This is an optimization exercise on Yosys and OpenROAD, whose aim is a short achievable clock period and few clock cycles, not a production implementation. Where RTL was checked, it was by simulation tests only, not by an equivalence proof against the original.

==> run H: inputs <==
==> flow/design.v (excerpt) <==
module Multi_CPU(
		input clk,
		input reset,
		input MIO_ready,
		output mem_w,
		output [31:0] Addr_out,
		output [31:0] Data_out,
		input [31:0] Data_in,
		output CPU_MIO,
		input INT
	);
	wire run = MIO_ready;
	reg [31:0] rf [1:31];
	reg [31:1] rvalid;
	reg [31:0] pc_f;
	reg hq;	 
	reg hs;	 
	reg pq, ps;	 
	reg [9:0] tq, ts;	 
	reg [31:0] pf_addr;	 
	reg pf_ok;	 
	reg pf_near;	 
	reg [31:0] addr_q;	 
	reg mio_q;	 
	localparam CI = 6;	 
	localparam CN = 1 << CI;
	localparam TW = 10 - CI;	 
	localparam [31:0] PF_LIMIT = (CN - 16) * 4;
	reg [31:0] cdat [0:CN-1];
	reg [TW-1:0] ctag [0:CN-1];
	reg [CN-1:0] cval;
	reg [CN-1:0] cpt;	 
	reg [9:0] ctgt [0:CN-1];	 
	function [CI-1:0] cidx(input [31:0] a);
		cidx = a[CI+1:2];
	endfunction
	function [TW-1:0] ctg(input [31:0] a);
		ctg = a[11:CI+2];
	endfunction
	function cacheable(input [31:0] a);
		cacheable = a[31:12] == 20'd0;
	endfunction
	reg v_d;
	reg fp_d;	 
	reg [31:0] ir_d;
	reg [31:0] pc_d;
	reg [31:0] a_e, b_e, sd_e, alt_e;
	reg fa_e, fb_e, fs_e;
	reg [4:0] rd_e;
	reg ld_e, st_e, br_e, bne_e, jr_e, pt_e;
	reg o_add, o_sub, o_and, o_or, o_xor, o_nor, o_slt, o_sltu, o_sll, o_srl, o_pass;
	reg [31:0] res_m, sd_m;
	reg [4:0] rd_m;
	reg ld_m, st_m, jr_m;
	wire [5:0] op = ir_d[31:26];
	wire [5:0] fn = ir_d[5:0];
	wire [4:0] rs = ir_d[25:21];
	wire [4:0] rt = ir_d[20:16];
	wire [4:0] rdf = ir_d[15:11];
	wire [15:0] imm16 = ir_d[15:0];
	wire [31:0] imm = {{16{imm16[15]}}, imm16};
	wire is_r = v_d && op == 6'h00;
	wire f_add = fn == 6'h20, f_sub = fn == 6'h22, f_and = fn == 6'h24, f_or = fn == 6'h25;
	wire f_xor = fn == 6'h26, f_nor = fn == 6'h27, f_slt = fn == 6'h2a, f_sltu = fn == 6'h2b;
	wire f_sll = fn == 6'h04, f_srl = fn == 6'h06, f_jr = fn == 6'h08;
	wire r_alu = is_r && (f_add || f_sub || f_and || f_or || f_xor || f_nor || f_slt || f_sltu || f_sll || f_srl);
	wire r_jr = is_r && f_jr;
	wire i_addi = v_d && op == 6'h08;
	wire i_andi = v_d && op == 6'h0c;
	wire i_ori = v_d && op == 6'h0d;
	wire i_xori = v_d && op == 6'h0e;
	wire i_slti = v_d && op == 6'h0a;
	wire i_sltiu = v_d && op == 6'h0b;
	wire i_lui = v_d && op == 6'h0f;
  ...
export LEC_CHECK = 0
export CAP_MARGIN = 30
export CORE_MARGIN = 2
export CORE_UTILIZATION = 30
export PLACE_DENSITY = 0.45
export SLEW_MARGIN = 30
export TNS_END_PERCENT = 100
create_clock -name core_clock -period 11.0 [get_ports {clk}]
standard.sh (not shown) runs the stock make flow with config.mk's settings and CLKGATE_MAP_FILE= SYNTH_SCRIPT=/design/flow/synth_recipe.tcl, a recipe that flattens the netlist after the stock synthesis.
==> flow/flow/run.sh <==
#!/bin/bash
# Standard layout flow; timing repair asks for extra setup slack so that the
# layout runs faster than the constraint's clock period requires.
export SETUP_SLACK_MARGIN=7.5
bash standard.sh > standard_flow.log 2>&1
==> inputs of run F, as changes to run H <==
--- a/flow/design.v
+++ b/flow/design.v
@@ -492,47 +492,40 @@
 		output [31:0] Addr_out,
 		output [31:0] Data_out,
 		input [31:0] Data_in,
 		output CPU_MIO,
 		input INT
 	);
 	wire run = MIO_ready;
 	reg [31:0] rf [1:31];
-	reg [31:1] rvalid;
 	reg [31:0] pc_f;
 	reg hq;	 
-	reg hs;	 
-	reg pq, ps;	 
-	reg [9:0] tq, ts;	 
 	reg [31:0] pf_addr;	 
 	reg pf_ok;	 
 	reg pf_near;	 
 	reg [31:0] addr_q;	 
 	reg mio_q;	 
 	localparam CI = 6;	 
 	localparam CN = 1 << CI;
 	localparam TW = 10 - CI;	 
 	localparam [31:0] PF_LIMIT = (CN - 16) * 4;
 	reg [31:0] cdat [0:CN-1];
 	reg [TW-1:0] ctag [0:CN-1];
 	reg [CN-1:0] cval;
-	reg [CN-1:0] cpt;	 
-	reg [9:0] ctgt [0:CN-1];	 
 	function [CI-1:0] cidx(input [31:0] a);
 		cidx = a[CI+1:2];
 	endfunction
 	function [TW-1:0] ctg(input [31:0] a);
 		ctg = a[11:CI+2];
 	endfunction
 	function cacheable(input [31:0] a);
 		cacheable = a[31:12] == 20'd0;
 	endfunction
 	reg v_d;
-	reg fp_d;	 
 	reg [31:0] ir_d;
 	reg [31:0] pc_d;
 	reg [31:0] a_e, b_e, sd_e, alt_e;
 	reg fa_e, fb_e, fs_e;
 	reg [4:0] rd_e;
 	reg ld_e, st_e, br_e, bne_e, jr_e, pt_e;
 	reg o_add, o_sub, o_and, o_or, o_xor, o_nor, o_slt, o_sltu, o_sll, o_srl, o_pass;
 	reg [31:0] res_m, sd_m;
@@ -568,27 +561,26 @@
 	wire i_br = i_beq || i_bne;
 	wire [4:0] dst = r_alu ? rdf : (i_alu || i_lui || i_lw) ? rt : i_jal ? 5'd31 : 5'd0;
 	wire use_rs = r_alu || r_jr || i_alu || i_lw || i_sw || i_br;
 	wire use_rt = r_alu || r_jr || i_br;
 	wire use_imm = i_alu || i_lw || i_sw;
 	wire stall_d = ld_e && rd_e != 5'd0 &&
 			((use_rs && rs == rd_e) || (use_rt && rt == rd_e));
 	wire [31:0] wd_m = ld_m ? Data_in : res_m;
-	wire [31:0] rf_a = (rs != 5'd0 && rvalid[rs]) ? rf[rs] : 32'd0;
-	wire [31:0] rf_b = (rt != 5'd0 && rvalid[rt]) ? rf[rt] : 32'd0;
+	wire [31:0] rf_a = rs == 5'd0 ? 32'd0 : rf[rs];
+	wire [31:0] rf_b = rt == 5'd0 ? 32'd0 : rf[rt];
 	wire [31:0] rs_val = (rd_m != 5'd0 && rd_m == rs) ? wd_m : rf_a;
 	wire [31:0] rt_val = (rd_m != 5'd0 && rd_m == rt) ? wd_m : rf_b;
 	wire [31:0] pc4_d = pc_d + 32'd4;
 	wire [31:0] btgt_d = pc4_d + {imm[29:0], 2'b00};
 	wire [31:0] jtgt_d = {pc4_d[31:28], ir_d[25:0], 2'b00};
-	wire pt_d = fp_d ? i_br : (i_bne || (i_beq && imm16[15]));
-	wire fp_bad = fp_d && v_d && !(i_j || i_jal || i_br);
-	wire redirect_d = fp_d ? fp_bad : (i_j || i_jal || pt_d);
-	wire [31:0] dtgt = fp_bad ? pc4_d : (i_j || i_jal) ? jtgt_d : btgt_d;
+	wire pt_d = i_br && imm16[15];	 
+	wire redirect_d = i_j || i_jal || pt_d;
+	wire [31:0] dtgt = (i_j || i_jal) ? jtgt_d : btgt_d;
 	wire [31:0] A = fa_e ? res_m : a_e;
 	wire [31:0] B = fb_e ? res_m : b_e;
 	wire sub_mode = o_sub || o_slt || o_sltu;
 	wire [31:0] Bx = sub_mode ? ~B : B;
 	wire [32:0] sum = {1'b0, A} + {1'b0, Bx} + {32'd0, sub_mode};
 	wire lt_u = ~sum[32];
 	wire lt_s = (A[31] ^ B[31]) ? A[31] : sum[31];
 	wire [31:0] res =
@@ -601,145 +593,93 @@
 			({32{o_sll}} & (B << A[4:0])) |
 			({32{o_srl}} & (B >> A[4:0])) |
 			({32{o_pass}} & B);
 	wire eq = A == B;
 	wire taken_e = br_e && (bne_e ? !eq : eq);
 	wire redirect_e = br_e && (taken_e != pt_e);
 	wire mem_m = ld_m || st_m;
 	wire redirect_m = jr_m;
-	function lookup(input [31:0] a);
-		lookup = cval[cidx(a)] && ctag[cidx(a)] == ctg(a) && cacheable(a);
-	endfunction
+	wire [31:0] pc_f4 = pc_f + 32'd4;
+	wire [31:0] pf4 = pf_addr + 32'd4;
+	wire hit = cval[cidx(pc_f)] && ctag[cidx(pc_f)] == ctg(pc_f) && cacheable(pc_f);
+	wire seq_raw = cval[cidx(pc_f4)] && ctag[cidx(pc_f4)] == ctg(pc_f4) && cacheable(pc_f4);
+	wire pf4_raw = cval[cidx(pf4)] && ctag[cidx(pf4)] == ctg(pf4);
 	wire pf_go = pf_ok && pf_near;
 	wire fetch_mem = mio_q && !mem_m;
-	wire [31:0] fa = addr_q;	 
 	wire issue = fetch_mem && hq;
-	wire [5:0] fop = Data_in[31:26];
-	wire f_isj = fop == 6'h02 || fop == 6'h03;
-	wire f_isb = fop == 6'h05 || (fop == 6'h04 && Data_in[15]);
-	wire [16:0] f_bsum = {7'd0, fa[11:2]} + 17'd1 + {Data_in[15], Data_in[15:0]};
-	wire f_pt = (f_isj && Data_in[25:10] == 16'd0) || (f_isb && f_bsum[16:10] == 7'd0);
-	wire [9:0] f_tgt = f_isj ? Data_in[9:0] : f_bsum[9:0];
-	function cached_after(input raw, input [31:0] x);
-		cached_after = (fetch_mem && cidx(fa) == cidx(x)) ? (fa == x && cacheable(x)) : raw;
-	endfunction
-	function pt_after(input raw, input [31:0] x);
-		pt_after = (fetch_mem && cidx(fa) == cidx(x)) ? f_pt : raw;
-	endfunction
-	function [9:0] tg_after(input [9:0] raw, input [31:0] x);
-		tg_after = (fetch_mem && cidx(fa) == cidx(x)) ? f_tgt : raw;
-	endfunction
-	wire [31:0] pc_f4 = pc_f + 32'd4;
-	wire [31:0] pc_f8 = pc_f + 32'd8;
-	wire [31:0] pf4 = pf_addr + 32'd4;
-	wire hit = lookup(pc_f);
 	wire demand_miss = fetch_mem && !hq && !hit;
-	wire deliver = hq || !mem_m;
-	wire [31:0] idata = hq ? cdat[cidx(pc_f)] : Data_in;
-	wire fjump = hq && pq;	 
-	wire [31:0] ftgt = {20'd0, tq, 2'b00};
-	wire [31:0] ftgt4 = ftgt + 32'd4;
-	wire hq_keep = cached_after(hq, pc_f);
-	wire hs_keep = cached_after(hs, pc_f4);
-	wire ps_keep = pt_after(ps, pc_f4);
-	wire [9:0] ts_keep = tg_after(ts, pc_f4);
-	wire h8 = cached_after(lookup(pc_f8), pc_f8);
-	wire p8 = pt_after(cpt[cidx(pc_f8)], pc_f8);
-	wire [9:0] t8 = tg_after(ctgt[cidx(pc_f8)], pc_f8);
-	wire [31:0] alt4 = alt_e + 32'd4;
-	wire ha0 = cached_after(lookup(alt_e), alt_e);
-	wire pa0 = pt_after(cpt[cidx(alt_e)], alt_e);
-	wire [9:0] ta0 = tg_after(ctgt[cidx(alt_e)], alt_e);
-	wire ha4 = cached_after(lookup(alt4), alt4);
-	wire pa4 = pt_after(cpt[cidx(alt4)], alt4);
-	wire [9:0] ta4 = tg_after(ctgt[cidx(alt4)], alt4);
-	wire hj0 = cached_after(lookup(ftgt), ftgt);
-	wire pj0 = pt_after(cpt[cidx(ftgt)], ftgt);
-	wire [9:0] tj0 = tg_after(ctgt[cidx(ftgt)], ftgt);
-	wire hj4 = cached_after(lookup(ftgt4), ftgt4);
-	wire pj4 = pt_after(cpt[cidx(ftgt4)], ftgt4);
-	wire [9:0] tj4 = tg_after(ctgt[cidx(ftgt4)], ftgt4);
+	wire [31:0] fa = addr_q;	 
+	wire deliver = hit || (!mem_m && !hq);
+	wire [31:0] idata = hit ? cdat[cidx(pc_f)] : Data_in;
+	wire seq_hit = (fetch_mem && cidx(fa) == cidx(pc_f4)) ?
+			(fa == pc_f4 && cacheable(pc_f4)) : seq_raw;
+	wire keep_hit = hit && !(issue && cidx(pf_addr) == cidx(pc_f));
 	reg [31:0] pc_f_n, pf_addr_n;
-	reg hq_n, hs_n, pq_n, ps_n, pf_ok_n;
-	reg [9:0] tq_n, ts_n;
+	reg hq_n, pf_ok_n;
 	always @(*) begin
 		pc_f_n = pc_f;
-		hq_n = hq_keep; pq_n = pq; tq_n = tq;
-		hs_n = hs_keep; ps_n = ps_keep; ts_n = ts_keep;
+		hq_n = keep_hit && hq;
 		if (redirect_m) begin
-			pc_f_n = res_m; hq_n = 1'b0; hs_n = 1'b0;
+			pc_f_n = res_m; hq_n = 1'b0;
 		end else if (redirect_e) begin
-			pc_f_n = alt_e;
-			hq_n = ha0; pq_n = pa0; tq_n = ta0;
-			hs_n = ha4; ps_n = pa4; ts_n = ta4;
+			pc_f_n = alt_e; hq_n = 1'b0;
 		end else if (!stall_d) begin
 			if (redirect_d) begin
-				pc_f_n = dtgt; hq_n = 1'b0; hs_n = 1'b0;
-			end else if (fjump) begin
-				pc_f_n = ftgt;
-				hq_n = hj0; pq_n = pj0; tq_n = tj0;
-				hs_n = hj4; ps_n = pj4; ts_n = tj4;
+				pc_f_n = dtgt; hq_n = 1'b0;
 			end else if (deliver) begin
-				pc_f_n = pc_f4;
-				hq_n = hs_keep; pq_n = ps_keep; tq_n = ts_keep;
-				hs_n = h8; ps_n = p8; ts_n = t8;
+				pc_f_n = pc_f4; hq_n = seq_hit;
 			end
 		end
 		pf_addr_n = pf_addr;
 		pf_ok_n = pf_ok;
 		if (demand_miss) begin
 			pf_addr_n = pc_f4;
-			pf_ok_n = !lookup(pc_f4) && cacheable(pc_f4);
+			pf_ok_n = !seq_raw && cacheable(pc_f4);
 		end else if (issue || !pf_ok) begin
 			pf_addr_n = pf4;
-			pf_ok_n = !lookup(pf4) && cacheable(pf4);
+			pf_ok_n = !pf4_raw && cacheable(pf4);
 		end
 	end
-	wire pf_near_n = (pf_addr - pc_f) < PF_LIMIT && !fjump;
+	wire pf_near_n = (pf_addr - pc_f) < PF_LIMIT;
 	wire mem_n = !redirect_m && (ld_e || st_e);
 	wire [31:0] addr_n = mem_n ? res : hq_n ? pf_addr_n : pc_f_n;
 	wire mio_n = mem_n || !hq_n || (pf_ok_n && pf_near_n);
 	always @(posedge clk or posedge reset) begin
 		if (reset) begin
 			addr_q <= 32'd0;
 			mio_q <= 1'b1;
 		end else if (run) begin
 			addr_q <= addr_n;
 			mio_q <= mio_n;
 		end
 	end
 	assign Addr_out = addr_q;
 	assign Data_out = sd_m;
 	assign mem_w = st_m;
 	assign CPU_MIO = mio_q;
-	always @(posedge clk) begin
-		if (rd_m != 5'd0) rf[rd_m] <= wd_m;
-	end
+	integer i;
 	always @(posedge clk or posedge reset) begin
 		if (reset) begin
-			rvalid <= 31'd0;
+			for (i = 1; i < 32; i = i + 1) rf[i] <= 32'd0;
 		end else if (rd_m != 5'd0) begin
-			rvalid[rd_m] <= 1'b1;
+			rf[rd_m] <= wd_m;
 		end
 	end
 	always @(posedge clk) begin
-		if (fetch_mem && run) begin
+		if (fetch_mem) begin
 			cdat[cidx(fa)] <= Data_in;
 			ctag[cidx(fa)] <= ctg(fa);
-			ctgt[cidx(fa)] <= f_tgt;
 		end
 	end
 	always @(posedge clk or posedge reset) begin
 		if (reset) begin
 			cval <= {CN{1'b0}};
-			cpt <= {CN{1'b0}};
-		end else if (fetch_mem && run) begin
-			cval[cidx(fa)] <= cacheable(fa);
-			cpt[cidx(fa)] <= f_pt;
+		end else if (fetch_mem) begin
+			cval[cidx(fa)] <= run && cacheable(fa);
 		end
 	end
 	always @(posedge clk or posedge reset) begin
 		if (reset) begin
 			pf_addr <= 32'd4;
 			pf_ok <= 1'b0;
 			pf_near <= 1'b0;
 		end else if (run) begin
@@ -747,21 +687,17 @@
 			pf_ok <= pf_ok_n;
 			pf_near <= pf_near_n;
 		end
 	end
 	always @(posedge clk or posedge reset) begin
 		if (reset) begin
 			pc_f <= 32'd0;
 			hq <= 1'b0;
-			hs <= 1'b0;
-			pq <= 1'b0;
-			ps <= 1'b0;
 			v_d <= 1'b0;
-			fp_d <= 1'b0;
 			rd_e <= 5'd0; ld_e <= 1'b0; st_e <= 1'b0; br_e <= 1'b0; jr_e <= 1'b0;
 			rd_m <= 5'd0; ld_m <= 1'b0; st_m <= 1'b0; jr_m <= 1'b0;
 		end else if (run) begin
 			if (redirect_m) begin
 				rd_m <= 5'd0; ld_m <= 1'b0; st_m <= 1'b0; jr_m <= 1'b0;
 			end else begin
 				rd_m <= rd_e; ld_m <= ld_e; st_m <= st_e; jr_m <= jr_e;
 			end
@@ -769,25 +705,19 @@
 				rd_e <= 5'd0; ld_e <= 1'b0; st_e <= 1'b0; br_e <= 1'b0; jr_e <= 1'b0;
 			end else begin
 				rd_e <= dst; ld_e <= i_lw; st_e <= i_sw; br_e <= i_br; jr_e <= r_jr;
 			end
 			if (redirect_m || redirect_e) begin
 				v_d <= 1'b0;
 			end else if (!stall_d) begin
 				v_d <= !redirect_d && deliver;
-				fp_d <= fjump;
 			end
 			pc_f <= pc_f_n;
 			hq <= hq_n;
-			hs <= hs_n;
-			pq <= pq_n;
-			ps <= ps_n;
-			tq <= tq_n;
-			ts <= ts_n;
 		end
 	end
 	always @(posedge clk) begin
 		if (run) begin
 			res_m <= res;
 			sd_m <= fs_e ? wd_m : sd_e;
 			if (!stall_d) begin
 				ir_d <= idata;
==> summary of the runs <==
Of run F and run H, run H has the higher flip-flop and latch count (gap 781).
Between run F and run H, the lower register-to-register slack is in run H (gap 0.04 ns).
Between run F and run H, the lower critical path depth is in run H (gap 3).
Of run F and run H, run H has the higher wire length (gap about 30%, measured against run H).
Worst hold slack: run H is worse than run F (0.013 ns).
Between run H and run F, the lower global-route usage is in run F (gap 0.15 points).
Testbench counts of run H, summed over its fixed seeds: cycles 86,142.
For run F, only the layout was checked, not whether the RTL still works.

==> separate check: timing with driven ports <==
The results above use ideal ports. As a check the final layouts listed here were re-extracted and re-timed, cells and wires unchanged. Step 1 (the two cells are an assumption about what drives the block):
set clk [get_ports {clk}]
set_driving_cell -lib_cell sky130_fd_sc_hd__clkbuf_16 $clk
set_driving_cell -lib_cell sky130_fd_sc_hd__buf_2 [delete_from_list [all_inputs] $clk]
Step 2 times the ports against the registers' clock, not the clock port: input delays grow and output delays shrink by t, the midpoint of the rising clock arrivals with the driver on. a / b / c = ideal / step 1 / step 2; a / b = the first two.
| run | t (ns) | setup slack, ns | hold WS [ns] | worst setup path after step 2 | pins driven straight from the clock port |
|---|---|---|---|---|---|
| run H | 1.229 | 6.313 / 6.313 / 5.403 | 0.492 / 0.492 / 0.492 | input to register | 1 |
| run F | 1.166 | 6.354 / 6.354 / 5.454 | 0.505 / 0.505 / 0.505 | input to register | 1 |
After both steps setup and hold are still met in every run listed. The setup slack of run H, which loses most, moves by 0.000 ns with the drivers and by -0.910 ns with both steps.
